Context: an optimization exercise on an open-source flow, tuned for small area. The choices shown serve that exercise and are no tape-out recipe. Only simulation tests tie the RTL to the original design; equivalence was not proved.

## flow/design.v (module list and top-level ports; edited modules follow where they fit)
// module b8Xb8_s16: 5186 lines
// module b8Xb8_s16_fa: 4 lines
module b8Xb8_s16(
  input clk,
  input rst_n,
  input [7:0] in1_0,
  input [7:0] in1_1,
  input [7:0] in1_2,
  input [7:0] in1_3,
  input [7:0] in1_4,
  input [7:0] in1_5,
  input [7:0] in1_6,
  input [7:0] in1_7,
  input [7:0] in1_8,
  input [7:0] in1_9,
  input [7:0] in1_10,
  input [7:0] in1_11,
  input [7:0] in1_12,
  input [7:0] in1_13,
  input [7:0] in1_14,
  input [7:0] in1_15,
  input [7:0] in2_0,
  input [7:0] in2_1,
  input [7:0] in2_2,
  input [7:0] in2_3,
  input [7:0] in2_4,
  input [7:0] in2_5,
  input [7:0] in2_6,
  input [7:0] in2_7,
  input [7:0] in2_8,
  input [7:0] in2_9,
  input [7:0] in2_10,
  input [7:0] in2_11,
  input [7:0] in2_12,
  input [7:0] in2_13,
  input [7:0] in2_14,
  input [7:0] in2_15,
  output [11:0] out
  );
  // ...
==> flow/run.sh <==
#!/bin/bash
# synth_recipe.tcl (not shown) runs the flow's synth.tcl, then flattens the netlist and writes it again
# the make line also repeats each setting of config.mk as NAME=value (left out here)
make -C /OpenROAD-flow-scripts/flow DESIGN_CONFIG=/design/flow/config.mk WORK_HOME=/design/flow/orfs CLKGATE_MAP_FILE= SYNTH_SCRIPT=/design/flow/synth_recipe.tcl finish
==> flow/config.mk <==
export PLATFORM = sky130hd
export DESIGN_NAME = b8Xb8_s16
export DESIGN_NICKNAME = b8Xb8_s16
export VERILOG_FILES = /design/flow/design.v
export SDC_FILE = /design/flow/constraint.sdc
export NUM_CORES = 4
export LEC_CHECK = 0
export CAP_MARGIN = 20
export CORE_MARGIN = 2
export CORE_UTILIZATION = 40
export GPL_TIMING_DRIVEN = 0
export SLEW_MARGIN = 20
export SYNTH_HIERARCHICAL = 1
==> flow/constraint.sdc <==
create_clock -name core_clock -period 7.5 [get_ports {clk}]
set_input_delay 1.5000 -clock core_clock [delete_from_list [all_inputs] [get_ports {clk}]]
set_output_delay 1.5000 -clock core_clock [all_outputs]
set_load 0.01 [all_outputs]
==> reports/results.tsv, run 1 <==
metric	value	unit
setup bufs post-CTS	0	
synthesized instance count	2341	
Finished Layout Cells	3219	
Top class by area	multi-input combinational cells	
largest net degree at the start of global routing	12	
inverters	12	
Setup TNS	0	ps
WP data arrival	7560	ps
Crit path depth	13	
Area Overhead vs Synth	5.76	%
status	finished clean	
met2 wire len	52000	µm
Routed WL	111000	µm
CP endpoint	q_14_0$_DFF_P_	
CTS Buf Count	5	
most frequent cell after synthesis	nand2_1	
min Tclk post-route	7410	ps
startpoint class of the critical path	input pin	
cts repair resizes	0	
worst-case clock buffer depth	2	
Via Count	18768	
share of layout cells above drive strength 1	0.0339	
vias in the first global route	21760	
WHS	559	ps
register bit total from synthesis	34	
hold path start	q_8_0$_DFF_P_	
final core occ	0.425	
dpl cells	3208	
Synth Area in Simple Gates	0.150	
DRT met1 WL	39700	µm
seq_cells	34	
antenna violations before repair	4	
most common flop cell mapped by yosys	dfxtp_1	
Synth Area in Compound Gates	0	
largest family of logic cells by synthesized area	adder cells	
post-route clock period utilization	0.987	
post-synth top area share	0.780	
==> run 2, diff against run 1 <==
--- a/flow/config.mk
+++ b/flow/config.mk
@@ -8,6 +8,7 @@
 export CAP_MARGIN = 20
 export CORE_MARGIN = 2
 export CORE_UTILIZATION = 40
+export CTS_BUF_LIST = sky130_fd_sc_hd__clkbuf_4
 export GPL_TIMING_DRIVEN = 0
 export SLEW_MARGIN = 20
 export SYNTH_HIERARCHICAL = 1
==> run 2 against run 1 <==
Effect of this change: critical path type unchanged; largest cell class unchanged; wire length about the same; final cell count hardly changed; via count hardly changed; core utilization decreased by 0.28 points; critical endpoint unchanged; synthesized area did not move; still clean; fmax is essentially flat.
==> reports/results.tsv, run 2 <==
metric	value	unit	change
status	finished clean		unchanged
post-route ant nets	0		unchanged
WHS	572	ps	was 559 ps
Residual DRC	0		unchanged
synthesized instance count	2341		unchanged
setup ws final	100	ps	was 94.3 ps
first-pass GRT wire length	158000	µm	about the same
antenna violations before repair	3		was 4
Netlist cell types	13		unchanged
hold depth	2		unchanged
Max Transition Viols Final	0		unchanged
Final #Nets	3626		unchanged
most common flop cell mapped by yosys	dfxtp_1		unchanged
CTS H-Tree Depth	2		unchanged
Setup crit end kind	flop		unchanged
core area	0.0641	mm²	unchanged
Ys Warns	7		unchanged
CTS Buf Count	5		unchanged
Post-Place Setup Slack	-286	ps	unchanged
Post-synth EDFFs	0		unchanged
Via Count	18761		was 18768
Area Overhead vs Synth	5.06	%	was 5.76%
critical path type	input pin to flop		unchanged
cts repair resizes	0		unchanged
CTS tree	done		unchanged
WP data arrival	7670	ps	was 7560 ps
CP required	7770	ps	was 7660 ps
most frequent cell after synthesis	nand2_1		unchanged
Congestion Overflow GR	0		unchanged
CTS root buffer	clkbuf_4		was clkbuf_16
Via density	5.83		about the same
register bit total from synthesis	34		unchanged
commonest non-fill, non-tap cells in the layout	nand2_1 (1025), fa_1 (1004), clkbuf_1 (250), dfxtp_1 (23)		was nand2_1 (1025), fa_1 (1004), clkbuf_1 (182), clkbuf_2 (71), dfxtp_1 (23)
Max Fclk	135	MHz	about the same
share of layout cells above drive strength 1	0.00466		was 0.0339
synth top area cells	fa_1 (78%), nand2_1 (15%), clkbuf_1 (3.7%)		unchanged
FFs w/ async S/R, synth	0.324		unchanged
gp weighted congestion	1.02		unchanged
Syn Area/Cell	11.0	µm²	unchanged
final hold violations	0		unchanged
most common cell after layout, fill and taps aside	nand2_1		unchanged
Seq/Total Area, Yosys	0.0285		unchanged
dpl cells	3208		unchanged
worst hold path class	flop to flop		unchanged
die height	258	µm	unchanged
largest net degree at the start of global routing	12		unchanged
Syn Nets	3607		unchanged
reg2reg path depth	14		unchanged
cts hold-fix bufs	0		unchanged
DR pass1 iterations	5		unchanged
Mapped Area	0.0258	mm²	unchanged
MaxCap Viol Count	0		unchanged
Initial Util	0.402		unchanged
fillers	6070		was 6060
post-route clock period utilization	0.987		about the same
Detailed Place HPWL	99700	µm	unchanged
max_slew headroom	0.452		was 0.441
IO Pins	270		unchanged
Worst-Skew Late Latency	400	ps	was 300 ps
setup violators final	0		unchanged
worst-case clock buffer depth	2		unchanged
post-synth top area share	0.780		unchanged
worst slew pin tran	820	ps	was 836 ps
die width	258	µm	unchanged
Routed WL per cell	34.5	µm	about the same
min Tclk post-route	7400	ps	was 7410 ps
startpoint class of the critical path	input pin		unchanged
vias in the first global route	21748		was 21760
Finished Layout Cells	3220		was 3219
Clk pin slew, worst setup/hold paths	120	ps	was 60 ps
worst clock skew	9.38	ps	was 2.52 ps
Routed WL	111000	µm	about the same
Setup TNS	0	ps	unchanged
cell taking the most area after synthesis	fa_1		unchanged
initial DRC count	2046		was 2164
port bufs	12		unchanged
clk sinks	34		unchanged
RSZ-0062 raised after global routing	false		unchanged
setup bufs post-CTS	0		unchanged
GRT Total Usage	0.345		about the same
worst-path maximum fanout	8		unchanged
synth cell count leaders	nand2_1 (1025), fa_1 (1004), clkbuf_1 (253), dfxtp_1 (23), inv_1 (12)		unchanged
max FFs per register	11		unchanged
die area	0.0665	mm²	unchanged
largest register by flop count	res		unchanged
std cell rows	93		unchanged
-- run 2: cell counts after synthesis --
Identical to the previous run, type by type.
-- run 2: cell families (layout without fill, tap and decap cells) --
family | count (synthesis) | count (layout) | synth area share
buf+inv | 269 | 289 | 0.0393
flops | 34 | 34 | 0.0285
fa+ha+maj | 1008 | 1008 | 0.782
other cells | 1 | 5 | 0.000146
simple gates | 1029 | 1029 | 0.150
-- run 2: path summary, 6_finish.rpt --
check	start	to	slack, ps
worst max-delay path	in1_10[4]	q_14_0$_DFF_P_	100
worst min-delay path	q_8_0$_DFF_P_	res[0]$_DFF_PN0_	570
worst max register to register	q_9_0$_DFF_P_	res[9]$_DFF_PN0_	2360
worst min register to register	q_8_0$_DFF_P_	res[0]$_DFF_PN0_	570
max in group asynchronous	rst_n	res[1]$_DFF_PN0_	5430
min in group asynchronous	rst_n	res[7]$_DFF_PN0_	1560
-- run 2: area by class of cell --
type	count	area, µm²	area share
Antenna cell	4	10.0	0.000370
Tap cell	855	1070	0.0395
Multi-Input combinational cell	2038	24000	0.887
Clock inverter	3	63.8	0.00236
Timing Repair Buffer	12	120	0.00444
Inverter	12	45.0	0.00166
Clock buffer	5	37.5	0.00139
Buffer	257	972	0.0359
Sequential cell	34	736	0.0272
-- run 2: per-stage QoR --
stage           util  instance area, µm²
6_report       0.422               27100
2_1_floorplan      -               25800
4_1_cts        0.422               27100
3_5_place_dp   0.420               27000
5_1_grt        0.422               27100
3_3_place_gp   0.420               27000
-- run 2: routing by layer --
layer  up-vias  share of wire  track usage
met3       270          0.087       0.0574
met2      1327           0.47        0.547
met4         0          0.079        0.210
met1     10362           0.36        0.449
li1       6802              -            -
met5         -              0            0
-- run 2: critical path, cell delays in order --
cell and delay (ps):
clkbuf_1 450, nand2_1 170, fa_1 550, fa_1 470, fa_1 610, fa_1 570, fa_1 460, fa_1 450
fa_1 470, fa_1 520, fa_1 500, fa_1 420, fa_1 520
-- run 2: per-module statistics from Yosys, one instance, submodules excluded --
module,times used,flops+latches
b8Xb8_s16,1,34
b8Xb8_s16_fa,1004,0
==> run 3, diff against run 2 <==
--- a/flow/config.mk
+++ b/flow/config.mk
@@ -8,7 +8,8 @@
 export CAP_MARGIN = 20
 export CORE_MARGIN = 2
 export CORE_UTILIZATION = 40
-export CTS_BUF_LIST = sky130_fd_sc_hd__clkbuf_4
+export CTS_CLUSTER_DIAMETER = 500
+export CTS_CLUSTER_SIZE = 40
 export GPL_TIMING_DRIVEN = 0
 export SLEW_MARGIN = 20
 export SYNTH_HIERARCHICAL = 1
==> run 3 against run 2 <==
Effect of this change: sequential share of layout area about the same; highest routed layer is now met5; still clean; critical path depth stayed put.
==> reports/results.tsv, run 3 <==
metric	value	unit	change
WP data arrival	7560	ps	was 7670 ps
CTS H-Tree Depth	2		unchanged
gr busiest metal	met2		unchanged
worst-case clock buffer depth	2		unchanged
cts hold-fix bufs	0		unchanged
register bit total from synthesis	34		unchanged
Final #Nets	3626		unchanged
GR Util met3	0.0620		was 0.0574
FF-to-FF Start	q_9_0$_DFF_P_		unchanged
gp weighted congestion	1.02		unchanged
Ys Warns	7		unchanged
Seq/Total Area, Yosys	0.0285		unchanged
core area	0.0641	mm²	unchanged
Max Fclk	135	MHz	about the same
final hold violations	0		unchanged
most common cell after layout, fill and taps aside	nand2_1		unchanged
share of layout cells above drive strength 1	0.0339		was 0.00466
Via density	5.83		about the same
met1 usage	0.446		was 0.449
setup violators final	0		unchanged
Critical Path Start	in2_5[7]		was in1_10[4]
final core occ	0.425		was 0.422
fillers	6060		was 6070
IO Pins	270		unchanged
GRT Total Usage	0.345		about the same
Area Overhead vs Synth	5.76	%	was 5.06%
die area	0.0665	mm²	unchanged
port bufs	12		unchanged
die width	258	µm	unchanged
Syn Area/Cell	11.0	µm²	unchanged
cell taking the most area after synthesis	fa_1		unchanged
Finished Layout Cells	3219		was 3220
M2 GR Usage	0.550		was 0.547
status	finished clean		unchanged
Netlist cell types	13		unchanged
startpoint class of the critical path	input pin		unchanged
commonest non-fill, non-tap cells in the layout	nand2_1 (1025), fa_1 (1004), clkbuf_1 (182), clkbuf_2 (71), dfxtp_1 (23)		was nand2_1 (1025), fa_1 (1004), clkbuf_1 (250), dfxtp_1 (23)
max_slew headroom	0.441		was 0.452
FFs w/ async S/R, synth	0.324		unchanged
Worst-Skew Late Latency	300	ps	was 400 ps
Via Count	18768		was 18761
MaxCap Viol Count	0		unchanged
synth top area cells	fa_1 (78%), nand2_1 (15%), clkbuf_1 (3.7%)		unchanged
Congestion Overflow GR	0		unchanged
crit path cell chain	clkbuf_1 > nand2_1 > fa_1 > fa_1 > fa_1 > fa_1 > fa_1 > fa_1 > fa_1 > fa_1 > fa_1 > fa_1 > fa_1		unchanged
cts repair resizes	0		unchanged
Max Transition Viols Final	0		unchanged
dpl cells	3208		unchanged
hold path start	q_8_0$_DFF_P_		unchanged
initial DRC count	2164		was 2046
CTS root buffer	clkbuf_16		was clkbuf_4
largest register by flop count	res		unchanged
most common flop cell mapped by yosys	dfxtp_1		unchanged
CP required	7660	ps	was 7770 ps
largest net degree at the start of global routing	12		unchanged
Routed WL	111000	µm	about the same
RSZ-0062 raised after global routing	false		unchanged
Clk pin slew, worst setup/hold paths	60	ps	was 120 ps
max FFs per register	11		unchanged
worst clock skew	2.52	ps	was 9.38 ps
post-route ant nets	0		unchanged
post-route clock period utilization	0.987		about the same
setup bufs post-CTS	0		unchanged
first-pass GRT wire length	158000	µm	about the same
std cell rows	93		unchanged
antenna violations before repair	4		was 3
post-synth top area share	0.780		unchanged
critical path type	input pin to flop		unchanged
Residual DRC	0		unchanged
Mapped Area	0.0258	mm²	unchanged
Max stage delay on crit path	620	ps	was 610 ps
vias in the first global route	21760		was 21748
worst slew pin tran	836	ps	was 820 ps
Post-synth EDFFs	0		unchanged
Setup crit end kind	flop		unchanged
CP max stage cell	fa_1		unchanged
worst path bufs/invs	1		unchanged
synthesized instance count	2341		unchanged
Top Family by Delay on Critical Path	adder cells		unchanged
CTS Buf Count	5		unchanged
die height	258	µm	unchanged
Routed WL per cell	34.5	µm	about the same
area of the multi-input gates	0.0240	mm²	unchanged
worst hold path class	flop to flop		unchanged
synth cell count leaders	nand2_1 (1025), fa_1 (1004), clkbuf_1 (253), dfxtp_1 (23), inv_1 (12)		unchanged
most frequent CP cell	fa_1		unchanged
Syn Nets	3607		unchanged
worst-path maximum fanout	8		unchanged
Initial Util	0.402		unchanged
Detailed Place HPWL	99700	µm	unchanged
DR pass1 iterations	5		unchanged
min Tclk post-route	7410	ps	was 7400 ps
most frequent cell after synthesis	nand2_1		unchanged
Register Area	736	µm²	unchanged
clk sinks	34		unchanged
CTS tree	done		unchanged
==> run 3: cell types whose count changed in the layout (fill, tap and decap cells not counted), moves of 5 or more <==
cell / previous run / this run
clkbuf_1: 250 / 182
clkbuf_4: 5 / 0
clkbuf_16: 0 / 5
clkbuf_2: 3 / 71
==> run 3: kinds of logic after synthesis <==
logic type,share of synthesized area
and+or+nand+nor,0.150
DFF,0.0285
adders and majority gates,0.782
buffers and inverters,0.0393
other,0.000146
==> run 3: metrics by stage <==
step                area [µm²]  hold slack [ps]  setup TNS (ps)  worst slack [ps]
floorplan                25800              501               0               487
global placement         27000              541           -1000              -256
CTS                      27200              570               0              20.8
finish                   27300              559               0              94.3
detailed placement       27000              558           -1260              -286
global route             27300              594               0              2.70
==> run 3: area by class of cell <==
class,instances,area share
clock buffer,6,0.00510
multi-input combinational,2038,0.881
antenna,3,0.000275
buffer,257,0.0388
tap,855,0.0393
timing repair buffer,12,0.00441
inverter,12,0.00165
sequential,34,0.0270
clock inverter,2,0.00220
==> run 3: per-module statistics from Yosys (local to each module, per instance) <==
module        cell area (µm²)  copies in the design
b8Xb8_s16                5670                     1
b8Xb8_s16_fa             20.0                  1004
==> run 3: worst paths after layout <==
path	slack [ps]	cells after the start	to
worst max-delay path	90	13	q_14_0$_DFF_P_
worst min-delay path	560	2	res[0]$_DFF_PN0_
worst max register to register	2410	14	res[9]$_DFF_PN0_
worst min register to register	560	2	res[0]$_DFF_PN0_
max in group asynchronous	5290	1	res[1]$_DFF_PN0_
min in group asynchronous	1680	1	res[4]$_DFF_PN0_
==> run 3: worst min-delay path, stage by stage (launching register included) <==
cell and delay (ps):
dfxtp_1 300, nor2_1 100, ha_1 130
==> run 3: metal layers <==
layer / up-vias / wire (µm)
met1: 10309 / 39700
met5: - / 36
met3: 298 / 10100
met2: 1355 / 52000
met4: 4 / 9120
li1: 6802 / -
==> run 4, diff against run 3 <==
--- a/flow/config.mk
+++ b/flow/config.mk
@@ -8,8 +8,7 @@
 export CAP_MARGIN = 20
 export CORE_MARGIN = 2
 export CORE_UTILIZATION = 40
-export CTS_CLUSTER_DIAMETER = 500
-export CTS_CLUSTER_SIZE = 40
+export CTS_BUF_LIST = sky130_fd_sc_hd__clkbuf_8
 export GPL_TIMING_DRIVEN = 0
 export SLEW_MARGIN = 20
 export SYNTH_HIERARCHICAL = 1
==> run 4 against run 3 <==
Effect of this change: critical path type unchanged; flip-flop and latch count did not move; design area shrank 0.35%.
==> reports/results.tsv, run 4 <==
metric	value	unit	change
Routed WL per cell	34.5	µm	about the same
Synth Area in Compound Gates	0		unchanged
cell taking the most area after synthesis	fa_1		unchanged
Critical Path Start	in1_4[6]		was in2_5[7]
max FFs per register	11		unchanged
Seq/Total Area, Yosys	0.0285		unchanged
share of layout cells above drive strength 1	0.0208		was 0.0339
Syn Area/Cell	11.0	µm²	unchanged
CP endpoint	q_14_0$_DFF_P_		unchanged
Congestion Overflow GR	0		unchanged
WHS	563	ps	was 559 ps
startpoint class of the critical path	input pin		unchanged
FF-to-FF Start	q_9_0$_DFF_P_		unchanged
most common cell after layout, fill and taps aside	nand2_1		unchanged
most frequent cell after synthesis	nand2_1		unchanged
die width	258	µm	unchanged
die height	258	µm	unchanged
reg2reg path depth	14		unchanged
Syn Nets	3607		unchanged
largest net degree at the start of global routing	12		unchanged
Setup crit end kind	flop		unchanged
commonest non-fill, non-tap cells in the layout	nand2_1 (1025), fa_1 (1004), clkbuf_1 (213), clkbuf_2 (40), dfxtp_1 (23)		was nand2_1 (1025), fa_1 (1004), clkbuf_1 (182), clkbuf_2 (71), dfxtp_1 (23)
vias in the first global route	21689		was 21760
worst hold path class	flop to flop		unchanged
post-route clock period utilization	0.985		was 0.987
Residual DRC	0		unchanged
Final Instance Area	0.0272	mm²	was 0.0273 mm²
CTS tree	done		unchanged
CP required	7690	ps	was 7660 ps
cts hold-fix bufs	0		unchanged
core area	0.0641	mm²	unchanged
Placement Cell Area	0.0270	mm²	unchanged
post-synth top area share	0.780		unchanged
setup ws final	115	ps	was 94.3 ps
gp weighted congestion	1.02		unchanged
GRT Total Usage	0.346		was 0.345
most common flop cell mapped by yosys	dfxtp_1		unchanged
MaxCap Viol Count	0		unchanged
worst-case clock buffer depth	2		unchanged
Max Fclk	135	MHz	about the same
CTS root buffer	clkbuf_8		was clkbuf_16
Final #Nets	3626		unchanged
Synth Area in Simple Gates	0.150		unchanged
post-route ant nets	0		unchanged
XOR/XNOR Fraction of Synth Area	0		unchanged
register bit total from synthesis	34		unchanged
CTS H-Tree Depth	2		unchanged
synth cell count leaders	nand2_1 (1025), fa_1 (1004), clkbuf_1 (253), dfxtp_1 (23), inv_1 (12)		unchanged
FFs w/ async S/R, synth	0.324		unchanged
Max Transition Viols Final	0		unchanged
initial DRC count	2254		was 2164
worst-path maximum fanout	8		unchanged
Synth Area in Adders	0.782		unchanged
Detailed Place HPWL	99700	µm	unchanged
Via Count	18823		was 18768
worst slew pin tran	835	ps	was 836 ps
largest register by flop count	res		unchanged
Max stage delay on crit path	580	ps	was 620 ps
synthesized instance count	2341		unchanged
reg-to-reg endpoint	res[9]$_DFF_PN0_		unchanged
post-synthesis mux area share	0		unchanged
std cell rows	93		unchanged
Mapped Area	0.0258	mm²	unchanged
CTS Buf Count	5		unchanged
setup violators final	0		unchanged
Post-synth EDFFs	0		unchanged
Clk pin slew, worst setup/hold paths	80	ps	was 60 ps
Worst-Skew Late Latency	320	ps	was 300 ps
crit path cell chain	clkbuf_1 > nand2_1 > fa_1 > fa_1 > fa_1 > fa_1 > fa_1 > fa_1 > fa_1 > fa_1 > fa_1 > fa_1 > fa_1		unchanged
Area Overhead vs Synth	5.39	%	was 5.76%
final hold violations	0		unchanged
dpl cells	3208		unchanged
max_slew headroom	0.441		about the same
most frequent CP cell	fa_1		unchanged
port bufs	12		unchanged
Ys Warns	7		unchanged
Worst R2R Setup Slack	2390	ps	was 2410 ps
die area	0.0665	mm²	unchanged
Finished Layout Cells	3219		unchanged
largest family of logic cells by synthesized area	adder cells		unchanged
worst clock skew	4.92	ps	was 2.52 ps
status	finished clean		unchanged
Netlist cell types	13		unchanged
WP data arrival	7580	ps	was 7560 ps
CP max stage cell	fa_1		unchanged
RSZ-0062 raised after global routing	false		unchanged
critical path type	input pin to flop		unchanged
clk sinks	34		unchanged
DR pass1 iterations	6		was 5
min Tclk post-route	7390	ps	was 7410 ps
Routed WL	111000	µm	about the same
antenna violations before repair	3		was 4
Post-Place Setup Slack	-286	ps	unchanged
IO Pins	270		unchanged
first-pass GRT wire length	158000	µm	about the same
Via density	5.85		was 5.83
Initial Util	0.402		unchanged
synth top area cells	fa_1 (78%), nand2_1 (15%), clkbuf_1 (3.7%)		unchanged
## run 4: worst max-delay path: cells and delay by family
kind	cells	cell delay, ps
adders and majority gates	11	5400
buffers and inverters	1	470
and+or+nand+nor	1	180
## run 4: cell type report
type | instances | area, µm²
Sequential cell | 34 | 736
Timing Repair Buffer | 12 | 120
Buffer | 257 | 1020
Clock buffer | 6 | 82.6
Multi-Input combinational cell | 2038 | 24000
Fill cell | 6062 | 37000
Antenna cell | 3 | 7.51
Inverter | 12 | 45.0
Clock inverter | 2 | 60.1
Tap cell | 855 | 1070
## run 4: modules after synthesis (local to each module, per instance)
| module | cell area [µm²] | cells inside | copies in the design | flip-flops and latches |
|---|---|---|---|---|
| b8Xb8_s16 | 5670 | 1337 | 1 | 34 |
| b8Xb8_s16_fa | 20.0 | 1 | 1004 | 0 |
## run 4: cells by family (layout without fill, tap and decap cells)
| logic type | after synthesis | in the layout |
|---|---|---|
| AND/OR/NAND/NOR | 1029 | 1029 |
| adder cells (fa/ha/maj) | 1008 | 1008 |
| buffers and inverters | 269 | 289 |
| flip-flops | 34 | 34 |
| other | 1 | 4 |
## run 4: how the worst min path moves through the flow
| stage | startpoint | to | slack (ps) | cells past startpoint |
|---|---|---|---|---|
| after CTS | q_8_0$_DFF_P_ | res[0]$_DFF_PN0_ | 570 | 2 |
| final | q_8_0$_DFF_P_ | res[0]$_DFF_PN0_ | 560 | 2 |
| after detailed placement | q_8_0$_DFF_P_ | res[0]$_DFF_PN0_ | 560 | 2 |
| after floorplan | q_8_0$_DFF_P_ | res[0]$_DFF_PN0_ | 500 | 2 |
| after global placement | q_8_0$_DFF_P_ | res[0]$_DFF_PN0_ | 540 | 2 |
| after global routing | q_8_0$_DFF_P_ | res[0]$_DFF_PN0_ | 600 | 2 |
## run 4: per-layer routing
metal  track usage  wire length, µm  vias to the layer above
met5             0               36                        -
met4         0.203             8700                        4
met3        0.0544             9830                      288
met2         0.552            52400                     1380
met1         0.451            40100                    10349
li1              -                -                     6802
## run 4: repair_timing
action / 4_1_cts / 5_1_grt
endpoints found under the setup margin: 0 / 3
hold endpoints to repair: 0 / 0
buffers inserted: 0 / 0
gates resized for setup: 0 / 80
## run 4: stage by stage
stage,utilization,setup TNS [ps]
after detailed placement,0.420,-1260
after CTS,0.423,0
final,0.424,0
after global placement,0.420,-1000
after global routing,0.424,0
after floorplan,-,0
==> run 5, diff against run 4 <==
==> flow/flow/run.sh (new file) <==
#!/bin/bash
# The standard layout (standard.sh), with two CTS/port-buffer choices:
# every port still gets its own buffer, but a plain buf_1 rather than the
# clkdlybuf4s50_1 delay cell, and CTS uses clkbuf_8 with no dummy loads.
set -euo pipefail
export BUFFER_PORTS_ARGS="-buffer_cell sky130_fd_sc_hd__buf_1"
export CTS_ARGS="-sink_clustering_enable -repair_clock_nets -dont_use_dummy_load -buf_list sky130_fd_sc_hd__clkbuf_8"
bash standard.sh finish > standard.log 2>&1
==> flow/standard.sh (new file) <==
#!/bin/bash
# synth_recipe.tcl (not shown) runs the flow's synth.tcl, then flattens the netlist and writes it again
# the make line also repeats each setting of config.mk as NAME=value (left out here)
make -C /OpenROAD-flow-scripts/flow DESIGN_CONFIG=/design/flow/config.mk WORK_HOME=/design/flow/orfs CLKGATE_MAP_FILE= SYNTH_SCRIPT=/design/flow/synth_recipe.tcl "${@:-finish}"
--- a/flow/config.mk
+++ b/flow/config.mk
@@ -7,8 +7,7 @@
 export LEC_CHECK = 0
 export CAP_MARGIN = 20
 export CORE_MARGIN = 2
-export CORE_UTILIZATION = 40
-export CTS_BUF_LIST = sky130_fd_sc_hd__clkbuf_8
+export CORE_UTILIZATION = 60
 export GPL_TIMING_DRIVEN = 0
 export SLEW_MARGIN = 20
 export SYNTH_HIERARCHICAL = 1
removed: flow/run.sh
==> run 5 against run 4 <==
Effect of this change: wire length is 8.0% lower; via count is 1.1% higher; sequential share of layout area is 0.060 points higher; core utilization is 21 points higher; die area is 33% lower; largest cell class unchanged; critical path type unchanged; flip-flop and latch count stayed put; still clean; clock skew is 23 ps higher; register-to-register slack better by 130 ps.
==> reports/results.tsv, run 5 <==
metric	value	unit	change
post-synth top area share	0.780		unchanged
largest net degree at the start of global routing	13		was 12
critical path type	input pin to flop		unchanged
register bit total from synthesis	34		unchanged
largest register by flop count	res		unchanged
min Tclk post-route	7450	ps	was 7390 ps
post-route ant nets	0		unchanged
Seq/Total Area, Yosys	0.0285		unchanged
Setup crit end kind	flop		unchanged
met2 wire len	45200	µm	was 52400 µm
share of layout cells above drive strength 1	0.00679		was 0.0208
reg2reg path depth	14		unchanged
die area	0.0446	mm²	was 0.0665 mm²
cell taking the most area after synthesis	fa_1		unchanged
final core occ	0.631		was 0.424
worst hold path class	flop to flop		unchanged
gp weighted congestion	1.06		was 1.02
most frequent cell after synthesis	nand2_1		unchanged
CTS Buf Count	5		unchanged
most common flop cell mapped by yosys	dfxtp_1		unchanged
Detailed Place HPWL	92100	µm	was 99700 µm
RSZ-0062 raised after global routing	false		unchanged
CTS H-Tree Depth	2		unchanged
port bufs	12		unchanged
synth top area cells	fa_1 (78%), nand2_1 (15%), clkbuf_1 (3.7%)		unchanged
worst-path maximum fanout	8		unchanged
DR WL met3	13800	µm	was 9830 µm
Worst-Skew Late Latency	340	ps	was 320 ps
die height	211	µm	was 258 µm
Clk pin slew, worst setup/hold paths	100	ps	was 80 ps
DR pass1 iterations	9		was 6
CP required	7720	ps	was 7690 ps
Syn Area/Cell	11.0	µm²	unchanged
Initial Util	0.612		was 0.402
FFs w/ async S/R, synth	0.324		unchanged
Placement Cell Area	0.0265	mm²	was 0.0270 mm²
max_slew headroom	0.513		was 0.441
WHS	535	ps	was 563 ps
status	finished clean		unchanged
DRT met1 WL	35200	µm	was 40100 µm
Routed WL	102000	µm	was 111000 µm
Post-synth EDFFs	0		unchanged
worst-case clock buffer depth	2		unchanged
GRT Total Usage	0.486		was 0.346
setup violators final	0		unchanged
WP data arrival	7670	ps	was 7580 ps
Via Count	19036		was 18823
Netlist cell types	13		unchanged
Residual DRC	0		unchanged
hold depth	2		unchanged
Final #Nets	3626		unchanged
MaxCap Viol Count	0		unchanged
Setup TNS	0	ps	unchanged
Mapped Area	0.0258	mm²	unchanged
die width	211	µm	was 258 µm
CTS root buffer	clkbuf_8		unchanged
Max Transition Viols Final	0		unchanged
worst slew pin tran	730	ps	was 835 ps
vias in the first global route	20851		was 21689
Routed WL per cell	35.3	µm	was 34.5 µm
Area Overhead vs Synth	3.12	%	was 5.39%
commonest non-fill, non-tap cells in the layout	nand2_1 (1025), fa_1 (1004), clkbuf_1 (243), dfxtp_1 (23), buf_1 (15)		was nand2_1 (1025), fa_1 (1004), clkbuf_1 (213), clkbuf_2 (40), dfxtp_1 (23)
top routing layer in use	met5		unchanged
clk sinks	34		unchanged
most common cell after layout, fill and taps aside	nand2_1		unchanged
antenna violations before repair	2		was 3
Max Fclk	134	MHz	was 135 MHz
post-route clock period utilization	0.993		was 0.985
first-pass GRT wire length	146000	µm	was 158000 µm
Syn Nets	3607		unchanged
Congestion Overflow GR	0		unchanged
std cell rows	75		was 93
core area	0.0421	mm²	was 0.0641 mm²
final hold violations	0		unchanged
cts hold-fix bufs	0		unchanged
IO Pins	270		unchanged
startpoint class of the critical path	input pin		unchanged
synth cell count leaders	nand2_1 (1025), fa_1 (1004), clkbuf_1 (253), dfxtp_1 (23), inv_1 (12)		unchanged
synthesized instance count	2341		unchanged
CTS tree	done		unchanged
Ys Warns	7		unchanged
worst clock skew	27.8	ps	was 4.92 ps
Via density	6.57		was 5.85
max FFs per register	11		unchanged
initial DRC count	2480		was 2254
Final Instance Area	0.0266	mm²	was 0.0272 mm²
-- run 5: cell types whose count changed in the layout (fill, tap and decap cells not counted) --
cell,before,now
buf_1,3,15
bufinv_16,2,0
clkbuf_1,213,243
clkbuf_2,40,10
clkbuf_8,6,5
clkdlybuf4s50_1,12,0
diode_2,3,1
-- run 5: cell families after synthesis --
group / Yosys count / share of synthesized area
fa+ha+maj: 1008 / 0.782
simple gates: 1029 / 0.150
other cells: 1 / 0.000146
buf+inv: 269 / 0.0393
flops: 34 / 0.0285
-- run 5: final timing paths --
path | to | slack [ps] | from
setup / recovery | q_14_0$_DFF_P_ | 50 | in1_4[6]
hold / removal | res[10]$_DFF_PN0_ | 530 | q_18_0$_DFF_P_
setup reg to reg | res[9]$_DFF_PN0_ | 2520 | q_9_0$_DFF_P_
hold reg to reg | res[10]$_DFF_PN0_ | 530 | q_18_0$_DFF_P_
max in group asynchronous | res[0]$_DFF_PN0_ | 5820 | rst_n
min in group asynchronous | res[10]$_DFF_PN0_ | 1180 | rst_n
-- run 5: routing by layer --
| layer | GRT usage | vias up |
|---|---|---|
| met3 | 0.128 | 330 |
| li1 | - | 6801 |
| met5 | 0 | - |
| met2 | 0.707 | 1693 |
| met1 | 0.683 | 10210 |
| met4 | 0.264 | 2 |
-- run 5: layout make-up --
cell class,instances,area [µm²]
tap,539,674
antenna,1,2.50
buffer,257,981
timing repair buffer,12,45.0
sequential,34,736
fill,3526,15600
multi-input combinational,2038,24000
inverter,12,45.0
clock buffer,5,68.8
-- run 5: Yosys stat by module, one instance, submodules excluded --
module	area, µm²	flops+latches
b8Xb8_s16_fa	20.0	0
b8Xb8_s16	5670	34
-- run 5: worst max-delay path, cell delays in order --
cell and delay, ps:
clkbuf_1 440, nand2_1 190, fa_1 520, fa_1 500, fa_1 710, fa_1 490
fa_1 530, fa_1 420, fa_1 430, fa_1 510, fa_1 530, fa_1 430
fa_1 480
-- run 5: timing repair --
item,CTS,global route
endpoints found under the setup margin,0,2
resized for setup,0,20
buffers inserted,0,0
-- run 5: through the flow --
stage	std cells	setup slack [ps]
floorplan	2341	487
global placement	2892	-202
detailed placement	2892	-243
CTS	2897	130
global route	2898	3.73
finish	2898	50.3
==> run 6, diff against run 5 <==
--- a/flow/config.mk
+++ b/flow/config.mk
@@ -9,5 +9,6 @@
 export CORE_MARGIN = 2
 export CORE_UTILIZATION = 60
 export GPL_TIMING_DRIVEN = 0
+export SETUP_SLACK_MARGIN = 0.1
 export SLEW_MARGIN = 20
 export SYNTH_HIERARCHICAL = 1
==> run 6 against run 5 <==
Effect of this change: still clean on timing, DRC and antenna; non-clock buffer count unchanged; first-iteration DRC count rose by 4.2%; global-route usage is the same; wire length rose by 0.11%; synthesized cell count unchanged; worst hold slack worse by 0.64 ps; design area grew 0.35%; critical path type unchanged; critical endpoint unchanged.
==> reports/results.tsv, run 6 <==
metric	value	unit	change
commonest non-fill, non-tap cells in the layout	nand2_1 (1025), fa_1 (1004), clkbuf_1 (165), clkbuf_2 (85), dfxtp_1 (23)		was nand2_1 (1025), fa_1 (1004), clkbuf_1 (243), dfxtp_1 (23), buf_1 (15)
Synth Area in Compound Gates	0		unchanged
post-synthesis mux area share	0		unchanged
Mapped Area	0.0258	mm²	unchanged
largest family of logic cells by synthesized area	adder cells		unchanged
Detailed Place HPWL	92100	µm	unchanged
Placement Cell Area	0.0265	mm²	unchanged
clk sinks	34		unchanged
CP max stage cell	fa_1		unchanged
Congestion Overflow GR	0		unchanged
worst slew pin tran	729	ps	was 730 ps
most frequent cell after synthesis	nand2_1		unchanged
FFs w/ async S/R, synth	0.324		unchanged
WHS	534	ps	was 535 ps
min Tclk post-route	7350	ps	was 7450 ps
synthesized instance count	2341		unchanged
CTS root buffer	clkbuf_8		unchanged
critical path type	input pin to flop		unchanged
Max Fclk	136	MHz	was 134 MHz
Syn Nets	3607		unchanged
status	finished clean		unchanged
Synth Area in Adders	0.782		unchanged
Finished Layout Cells	2898		unchanged
crit path cell chain	clkbuf_1 > nand2_1 > fa_1 > fa_1 > fa_1 > fa_1 > fa_1 > fa_1 > fa_1 > fa_1 > fa_1 > fa_1 > fa_1		unchanged
most common cell after layout, fill and taps aside	nand2_1		unchanged
Max Transition Viols Final	0		unchanged
Netlist cell types	13		unchanged
first-pass GRT wire length	146000	µm	unchanged
most common flop cell mapped by yosys	dfxtp_1		unchanged
worst-path maximum fanout	8		unchanged
Final #Nets	3626		unchanged
Final Instance Area	0.0267	mm²	was 0.0266 mm²
initial DRC count	2585		was 2480
final core occ	0.633		was 0.631
MaxCap Viol Count	0		unchanged
die area	0.0446	mm²	unchanged
Post-synth EDFFs	0		unchanged
dpl cells	2892		unchanged
gp weighted congestion	1.06		unchanged
setup bufs post-CTS	0		unchanged
XOR/XNOR Fraction of Synth Area	0		unchanged
Seq/Total Area, Yosys	0.0285		unchanged
vias in the first global route	20851		unchanged
worst hold path class	flop to flop		unchanged
Syn Area/Cell	11.0	µm²	unchanged
antenna violations before repair	2		unchanged
DR pass1 iterations	6		was 9
startpoint class of the critical path	input pin		unchanged
Initial Util	0.612		unchanged
CTS H-Tree Depth	2		unchanged
WP data arrival	7570	ps	was 7670 ps
max_slew headroom	0.514		was 0.513
register bit total from synthesis	34		unchanged
most frequent CP cell	fa_1		unchanged
CTS tree	done		unchanged
CP required	7720	ps	about the same
die height	211	µm	unchanged
cts repair resizes	0		unchanged
Routed WL per cell	35.3	µm	about the same
cell taking the most area after synthesis	fa_1		unchanged
max FFs per register	11		unchanged
IO Pins	270		unchanged
Max stage delay on crit path	730	ps	was 710 ps
post-route ant nets	0		unchanged
std cell rows	75		unchanged
largest register by flop count	res		unchanged
core area	0.0421	mm²	unchanged
RSZ-0062 raised after global routing	false		unchanged
Routed WL	102000	µm	about the same
largest net degree at the start of global routing	13		unchanged
port bufs	12		unchanged
synth top area cells	fa_1 (78%), nand2_1 (15%), clkbuf_1 (3.7%)		unchanged
Clk pin slew, worst setup/hold paths	100	ps	about the same
Ys Warns	7		unchanged
worst clock skew	27.8	ps	about the same
final hold violations	0		unchanged
Worst-Skew Late Latency	340	ps	about the same
share of layout cells above drive strength 1	0.0386		was 0.00679
worst-case clock buffer depth	2		unchanged
post-route clock period utilization	0.980		was 0.993
Via Count	19044		was 19036
Setup crit end kind	flop		unchanged
die width	211	µm	unchanged
post-synth top area share	0.780		unchanged
Area Overhead vs Synth	3.48	%	was 3.12%
setup violators final	0		unchanged
cts hold-fix bufs	0		unchanged
Via density	6.57		about the same
GRT Total Usage	0.486		unchanged
Synth Area in Simple Gates	0.150		unchanged
CTS Buf Count	5		unchanged
Residual DRC	0		unchanged
synth cell count leaders	nand2_1 (1025), fa_1 (1004), clkbuf_1 (253), dfxtp_1 (23), inv_1 (12)		unchanged
run 6: logic make-up (layout without fill, tap and decap cells):
logic type,Yosys count,count (layout)
adders and majority gates,1008,1008
buffers and inverters,269,286
DFF,34,34
other,1,2
and+or+nand+nor,1029,1029
run 6: critical path, delay by kind of cell:
kind,cells,cell delay (ps)
buffers and inverters,1,370
and+or+nand+nor,1,160
adders and majority gates,11,5540
run 6: routing by layer:
metal / vias up / share of wire / track usage
li1: 6803 / - / -
met1: 10238 / 0.35 / 0.683
met2: 1700 / 0.45 / 0.707
met3: 301 / 0.13 / 0.128
met4: 2 / 0.074 / 0.264
met5: - / 0.00015 / 0
run 6: per-stage QoR:
| step | setup TNS, ps | setup slack, ps |
|---|---|---|
| 2_1_floorplan | 0 | 487 |
| 5_1_grt | 0 | 100 |
| 6_report | 0 | 149 |
| 3_3_place_gp | -546 | -202 |
| 3_5_place_dp | -866 | -243 |
| 4_1_cts | 0 | 130 |
run 6: worst paths after layout:
kind                                 from           endpoint  slack [ps]  cells past startpoint
max reg2reg                 q_9_0$_DFF_P_   res[9]$_DFF_PN0_        2520                     14
min reg2reg                q_18_0$_DFF_P_  res[10]$_DFF_PN0_         530                      2
max in group asynchronous           rst_n   res[0]$_DFF_PN0_        5820                      1
max                              in1_9[6]     q_14_0$_DFF_P_         150                     13
min in group asynchronous           rst_n  res[10]$_DFF_PN0_        1180                      1
min                        q_18_0$_DFF_P_  res[10]$_DFF_PN0_         530                      2
run 6: area by class of cell:
cell class | count | area, µm²
Antenna cell | 1 | 2.50
Sequential cell | 34 | 736
Fill cell | 3509 | 15500
Multi-Input combinational cell | 2038 | 24000
Buffer | 257 | 1070
Timing Repair Buffer | 12 | 45.0
Inverter | 12 | 45.0
Tap cell | 539 | 674
Clock buffer | 5 | 68.8
run 6: Yosys stat by module, one instance, submodules excluded:
module | flip-flops and latches | cells inside | times used
b8Xb8_s16 | 34 | 1337 | 1
b8Xb8_s16_fa | 0 | 1 | 1004
==> run 7, diff against run 6 <==
--- a/flow/config.mk
+++ b/flow/config.mk
@@ -7,7 +7,7 @@
 export LEC_CHECK = 0
 export CAP_MARGIN = 20
 export CORE_MARGIN = 2
-export CORE_UTILIZATION = 60
+export CORE_UTILIZATION = 40
 export GPL_TIMING_DRIVEN = 0
 export SETUP_SLACK_MARGIN = 0.1
 export SLEW_MARGIN = 20
==> run 7 against run 6 <==
Effect of this change: core utilization is 21 points lower; critical endpoint is now q_13_2$_DFF_P_; wire length up 8.4%; register-to-register slack worse by 130 ps; worst hold slack improved by 31 ps; clock skew shrank 7.2 ps; global-route usage fell by 14 points.
==> reports/results.tsv, run 7 <==
metric	value	unit	change
critical path type	input pin to flop		unchanged
worst-path maximum fanout	8		unchanged
GRT Total Usage	0.343		was 0.486
Routed WL	111000	µm	was 102000 µm
Residual DRC	0		unchanged
most common flop cell mapped by yosys	dfxtp_1		unchanged
Detailed Place HPWL	99800	µm	was 92100 µm
Final Instance Area	0.0271	mm²	was 0.0267 mm²
CTS Buf Count	5		unchanged
min Tclk post-route	7340	ps	was 7350 ps
register bit total from synthesis	34		unchanged
post-route clock period utilization	0.979		was 0.980
RSZ-0062 raised after global routing	false		unchanged
antenna violations before repair	0		was 2
cell taking the most area after synthesis	fa_1		unchanged
gp weighted congestion	1.03		was 1.06
Mapped Area	0.0258	mm²	unchanged
die width	258	µm	was 211 µm
share of layout cells above drive strength 1	0.0433		was 0.0386
Via Count	18711		was 19044
final core occ	0.422		was 0.633
synth top area cells	fa_1 (78%), nand2_1 (15%), clkbuf_1 (3.7%)		unchanged
std cell rows	93		was 75
IO Pins	270		unchanged
status	finished clean		unchanged
DR pass1 iterations	8		was 6
Initial Util	0.402		was 0.612
most common cell after layout, fill and taps aside	nand2_1		unchanged
first-pass GRT wire length	156000	µm	was 146000 µm
Area Overhead vs Synth	5.09	%	was 3.48%
Seq/Total Area, Yosys	0.0285		unchanged
largest register by flop count	res		unchanged
CP required	7660	ps	was 7720 ps
Post-Place Setup Slack	-283	ps	was -243 ps
final hold violations	0		unchanged
Via density	5.82		was 6.57
synthesized instance count	2341		unchanged
largest net degree at the start of global routing	12		was 13
Max Fclk	136	MHz	about the same
cts hold-fix bufs	0		unchanged
Clk pin slew, worst setup/hold paths	80	ps	was 100 ps
clk sinks	34		unchanged
worst-case clock buffer depth	2		unchanged
Ys Warns	7		unchanged
crit path cell chain	buf_1 > nand2_1 > fa_1 > fa_1 > fa_1 > fa_1 > fa_1 > fa_1 > fa_1 > fa_1 > fa_1 > fa_1 > fa_1		was clkbuf_1 > nand2_1 > fa_1 > fa_1 > fa_1 > fa_1 > fa_1 > fa_1 > fa_1 > fa_1 > fa_1 > fa_1 > fa_1
Syn Nets	3607		unchanged
setup ws final	158	ps	was 149 ps
Worst-Skew Late Latency	320	ps	was 340 ps
port bufs	12		unchanged
CTS H-Tree Depth	2		unchanged
CTS root buffer	clkbuf_8		unchanged
Final #Nets	3626		unchanged
most frequent CP cell	fa_1		unchanged
Routed WL per cell	34.5	µm	was 35.3 µm
die height	258	µm	was 211 µm
vias in the first global route	21174		was 20851
WHS	565	ps	was 534 ps
Setup crit end kind	flop		unchanged
worst hold path class	flop to flop		unchanged
post-synth top area share	0.780		unchanged
die area	0.0665	mm²	was 0.0446 mm²
Syn Area/Cell	11.0	µm²	unchanged
max_slew headroom	0.373		was 0.514
setup bufs post-CTS	0		unchanged
max FFs per register	11		unchanged
startpoint class of the critical path	input pin		unchanged
Post-synth EDFFs	0		unchanged
WP data arrival	7500	ps	was 7570 ps
CP max stage cell	fa_1		unchanged
worst clock skew	20.6	ps	was 27.8 ps
synth cell count leaders	nand2_1 (1025), fa_1 (1004), clkbuf_1 (253), dfxtp_1 (23), inv_1 (12)		unchanged
core area	0.0641	mm²	was 0.0421 mm²
Max Transition Viols Final	0		unchanged
setup violators final	0		unchanged
commonest non-fill, non-tap cells in the layout	nand2_1 (1025), fa_1 (1004), clkbuf_1 (154), clkbuf_2 (96), dfxtp_1 (23)		was nand2_1 (1025), fa_1 (1004), clkbuf_1 (165), clkbuf_2 (85), dfxtp_1 (23)
initial DRC count	2116		was 2585
Netlist cell types	13		unchanged
Congestion Overflow GR	0		unchanged
Placement Cell Area	0.0269	mm²	was 0.0265 mm²
most frequent cell after synthesis	nand2_1		unchanged
worst slew pin tran	941	ps	was 729 ps
FFs w/ async S/R, synth	0.324		unchanged
Max stage delay on crit path	650	ps	was 730 ps
CTS tree	done		unchanged
MaxCap Viol Count	0		unchanged
post-route ant nets	0		unchanged
[run 7: stage by stage]
step / std cells / setup TNS, ps
floorplan: 2341 / 0
global placement: 3208 / -1040
detailed placement: 3208 / -1340
CTS: 3213 / 0
global route: 3213 / 0
finish: 3216 / 0
[run 7: layout make-up]
cell class	instances	area, µm²
fill	6153	37000
multi-input combinational	2038	24000
buffer	257	1090
tap	855	1070
sequential	34	736
clock buffer	5	68.8
timing repair buffer	12	45.0
inverter	12	45.0
antenna	3	7.51
[run 7: critical path: cells and delay by family]
kind	cells	cell delay, ps
adder cells (fa/ha/maj)	11	5360
buffers and inverters	1	440
AND/OR/NAND/NOR	1	170
[run 7: modules after synthesis (local to each module, per instance)]
module | area [µm²] | flops+latches
b8Xb8_s16_fa | 20.0 | 0
b8Xb8_s16 | 5670 | 34
[run 7: cell families (layout without fill, tap and decap cells)]
kind of cell,count (synthesis),in the layout,synth area share
other cells,1,4,0.000146
simple gates,1029,1029,0.150
buf+inv,269,286,0.0393
fa+ha+maj,1008,1008,0.782
flops,34,34,0.0285
[run 7: repair_timing]
action,in CTS,in global routing
endpoints found under the setup margin,1,6
resized for setup,7,181
cloned,0,0
[run 7: final timing paths]
path,startpoint,endpoint,slack (ps),depth (start not counted)
min,q_8_0$_DFF_P_,res[0]$_DFF_PN0_,560,2
max reg2reg,q_9_0$_DFF_P_,res[9]$_DFF_PN0_,2390,14
min in group asynchronous,rst_n,res[10]$_DFF_PN0_,1300,1
max in group asynchronous,rst_n,res[0]$_DFF_PN0_,5610,1
min reg2reg,q_8_0$_DFF_P_,res[0]$_DFF_PN0_,560,2
max,in2_12[0],q_13_2$_DFF_P_,160,13
[run 7: layer usage]
| metal | share of wire | track usage |
|---|---|---|
| met1 | 0.36 | 0.447 |
| met2 | 0.48 | 0.552 |
| met3 | 0.096 | 0.0654 |
| met4 | 0.072 | 0.175 |
| met5 | 0 | 0 |
==> run 8, diff against run 7 <==
--- a/flow/config.mk
+++ b/flow/config.mk
@@ -7,7 +7,7 @@
 export LEC_CHECK = 0
 export CAP_MARGIN = 20
 export CORE_MARGIN = 2
-export CORE_UTILIZATION = 40
+export CORE_UTILIZATION = 70
 export GPL_TIMING_DRIVEN = 0
 export SETUP_SLACK_MARGIN = 0.1
 export SLEW_MARGIN = 20
==> run 8 against run 7 <==
Effect of this change: worst hold slack better by 5.8 ps; highest routed layer is now met5; sequential share of layout area up 0.062 points; largest cell class unchanged; worst setup slack better by 12 ps; non-clock buffer count unchanged; via count up 3.7%; clock skew down 9.1 ps; flip-flop and latch count unchanged; global-route usage up 20 points; die area down 42%; register-to-register slack better by 60 ps.
==> reports/results.tsv, run 8 <==
metric	value	unit	change
Mapped Area	0.0258	mm²	unchanged
max FFs per register	11		unchanged
Post-synth EDFFs	0		unchanged
Register Area	736	µm²	unchanged
commonest non-fill, non-tap cells in the layout	nand2_1 (1025), fa_1 (1004), clkbuf_1 (247), dfxtp_1 (23), buf_1 (15)		was nand2_1 (1025), fa_1 (1004), clkbuf_1 (154), clkbuf_2 (96), dfxtp_1 (23)
area of the multi-input gates	0.0240	mm²	unchanged
Post-Place Setup Slack	-137	ps	was -283 ps
post-route clock period utilization	0.977		was 0.979
Max Fclk	136	MHz	about the same
Area Overhead vs Synth	2.74	%	was 5.09%
dpl cells	2821		was 3208
worst slew pin tran	836	ps	was 941 ps
fillers	2708		was 6153
worst path bufs/invs	1		unchanged
die area	0.0384	mm²	was 0.0665 mm²
FFs w/ async S/R, synth	0.324		unchanged
Netlist cell types	13		unchanged
Max stage delay on crit path	610	ps	was 650 ps
synth top area cells	fa_1 (78%), nand2_1 (15%), clkbuf_1 (3.7%)		unchanged
setup ws final	170	ps	was 158 ps
vias in the first global route	21073		was 21174
post-synth top area share	0.780		unchanged
Syn Nets	3607		unchanged
Worst-Skew Late Latency	320	ps	about the same
most common cell after layout, fill and taps aside	nand2_1		unchanged
Syn Area/Cell	11.0	µm²	unchanged
Finished Layout Cells	2826		was 3216
Ys Warns	7		unchanged
clk sinks	34		unchanged
CTS root buffer	clkbuf_8		unchanged
share of layout cells above drive strength 1	0.00509		was 0.0433
IO Pins	270		unchanged
Via density	6.87		was 5.82
largest register by flop count	res		unchanged
setup bufs post-CTS	0		unchanged
worst clock skew	11.5	ps	was 20.6 ps
final core occ	0.727		was 0.422
crit path cell chain	clkbuf_1 > nand2_1 > fa_1 > fa_1 > fa_1 > fa_1 > fa_1 > fa_1 > fa_1 > fa_1 > fa_1 > fa_1 > fa_1		was buf_1 > nand2_1 > fa_1 > fa_1 > fa_1 > fa_1 > fa_1 > fa_1 > fa_1 > fa_1 > fa_1 > fa_1 > fa_1
initial DRC count	2691		was 2116
WHS	571	ps	was 565 ps
first-pass GRT wire length	141000	µm	was 156000 µm
Initial Util	0.707		was 0.402
Congestion Overflow GR	0		unchanged
gp weighted congestion	1.13		was 1.03
final hold violations	0		unchanged
port bufs	12		unchanged
CTS H-Tree Depth	2		unchanged
most frequent CP cell	fa_1		unchanged
std cell rows	70		was 93
n_diodes	0		was 3
Clk pin slew, worst setup/hold paths	80	ps	about the same
cts hold-fix bufs	0		unchanged
Routed WL per cell	34.7	µm	was 34.5 µm
CP required	7690	ps	was 7660 ps
CTS Buf Count	5		unchanged
cts repair resizes	0		was 7
Detailed Place HPWL	87500	µm	was 99800 µm
worst hold path class	flop to flop		unchanged
GRT Total Usage	0.545		was 0.343
core area	0.0364	mm²	was 0.0641 mm²
Placement Cell Area	0.0264	mm²	was 0.0269 mm²
Setup crit end kind	flop		unchanged
WP data arrival	7520	ps	was 7500 ps
worst-case clock buffer depth	2		unchanged
antenna violations before repair	2		was 0
Top Family by Delay on Critical Path	adder cells		unchanged
Final #Nets	3626		unchanged
CP max stage cell	fa_1		unchanged
worst-path maximum fanout	8		unchanged
die height	196	µm	was 258 µm
Residual DRC	0		unchanged
synth cell count leaders	nand2_1 (1025), fa_1 (1004), clkbuf_1 (253), dfxtp_1 (23), inv_1 (12)		unchanged
cell taking the most area after synthesis	fa_1		unchanged
post-route ant nets	0		unchanged
synthesized instance count	2341		unchanged
MaxCap Viol Count	0		unchanged
critical path type	input pin to flop		unchanged
die width	196	µm	was 258 µm
Via Count	19401		was 18711
CTS tree	done		unchanged
startpoint class of the critical path	input pin		unchanged
register bit total from synthesis	34		unchanged
most frequent cell after synthesis	nand2_1		unchanged
max_slew headroom	0.442		was 0.373
setup violators final	0		unchanged
Routed WL	98100	µm	was 111000 µm
Final Instance Area	0.0265	mm²	was 0.0271 mm²
most common flop cell mapped by yosys	dfxtp_1		unchanged
Seq/Total Area, Yosys	0.0285		unchanged
status	finished clean		unchanged
Max Transition Viols Final	0		unchanged
RSZ-0062 raised after global routing	true		was false
DR pass1 iterations	8		unchanged
largest net degree at the start of global routing	12		unchanged
min Tclk post-route	7330	ps	was 7340 ps
run 8: cell counts after synthesis:
No cell type changed its count.
run 8: metrics by stage:
step / setup TNS (ps)
global placement: -145
finish: 0
floorplan: 0
CTS: 0
global route: 0
detailed placement: -417
run 8: cell type report:
| type | count | share of cell area |
|---|---|---|
| clock buffer | 5 | 0.00260 |
| multi-input combinational | 2038 | 0.907 |
| timing repair buffer | 12 | 0.00170 |
| tap | 468 | 0.0221 |
| buffer | 257 | 0.0369 |
| sequential | 34 | 0.0278 |
| inverter | 12 | 0.00170 |
run 8: Yosys stat by module, one instance, submodules excluded:
module        cells inside  flip-flops and latches  copies in the design
b8Xb8_s16             1337                      34                     1
b8Xb8_s16_fa             1                       0                  1004
run 8: kinds of logic (layout without fill, tap and decap cells):
group	count (synthesis)	in the layout	synth area share
adder cells (fa/ha/maj)	1008	1008	0.782
buffers and inverters	269	286	0.0393
flip-flops	34	34	0.0285
other	1	1	0.000146
AND/OR/NAND/NOR	1029	1029	0.150
run 8: worst reg2reg max path: stages, from the launching register on:
cell     delay [ps]
dfxtp_1         320
fa_1            480
fa_1            410
fa_1            390
fa_1            440
inv_1           110
ha_1            160
inv_1            90
fa_1            420
fa_1            410
fa_1            400
fa_1            390
fa_1            390
fa_1            480
inv_1            40
run 8: per-layer routing:
metal | vias to the layer above | GRT usage | wire [µm]
li1 | 6800 | - | -
met1 | 10089 | 0.716 | 30000
met2 | 2020 | 0.758 | 41100
met3 | 488 | 0.210 | 16600
met4 | 4 | 0.386 | 10400
met5 | - | 0 | 29
run 8: final timing paths:
kind	from	endpoint	slack [ps]	cells after the start
max	in1_5[1]	q_12_1$_DFF_P_	170	13
min in group asynchronous	rst_n	res[4]$_DFF_PN0_	1250	1
min reg2reg	q_18_1$_DFF_P_	res[9]$_DFF_PN0_	570	2
max in group asynchronous	rst_n	res[5]$_DFF_PN0_	5730	1
min	q_18_1$_DFF_P_	res[9]$_DFF_PN0_	570	2
max reg2reg	q_9_0$_DFF_P_	res[9]$_DFF_PN0_	2450	14

-- static timing again, ports no longer ideal --
The results above use ideal ports. As a check the final layouts listed here were re-extracted and re-timed, cells and wires unchanged. Step 1: set_driving_cell puts a clkbuf_16 on clk and a buf_2 on each other input, an assumption about the parent block. Step 2 adds t to the input delays and takes it off the output delays; t is the mean of the earliest and latest rising clock arrival at the registers after step 1. Input paths then give back, and output paths get back, about the clock's delay inside the block. Slacks: ideal / step 1 / step 2; pairs: ideal / step 1.
run | t (ns) | setup slack, ns | worst slew at a driven data input, ns
run 1 | 0.345 | 0.094 / 0.113 / -0.232 | 0.09
run 2 | 0.441 | 0.100 / 0.102 / -0.338 | 0.09
run 3 | 0.345 | 0.094 / 0.113 / -0.232 | 0.09
run 4 | 0.366 | 0.115 / 0.122 / -0.244 | 0.10
run 5 | 0.365 | 0.050 / 0.066 / -0.299 | 0.10
run 6 | 0.364 | 0.149 / 0.132 / -0.233 | 0.09
run 7 | 0.354 | 0.158 / 0.161 / -0.193 | 0.07
run 8 | 0.355 | 0.170 / 0.179 / -0.176 | 0.08
Met with ideal ports but missed after step 2: setup timing in every run listed. The setup slack of run 2, which loses most, moves by +0.002 ns with the drivers and by -0.438 ns with both steps.
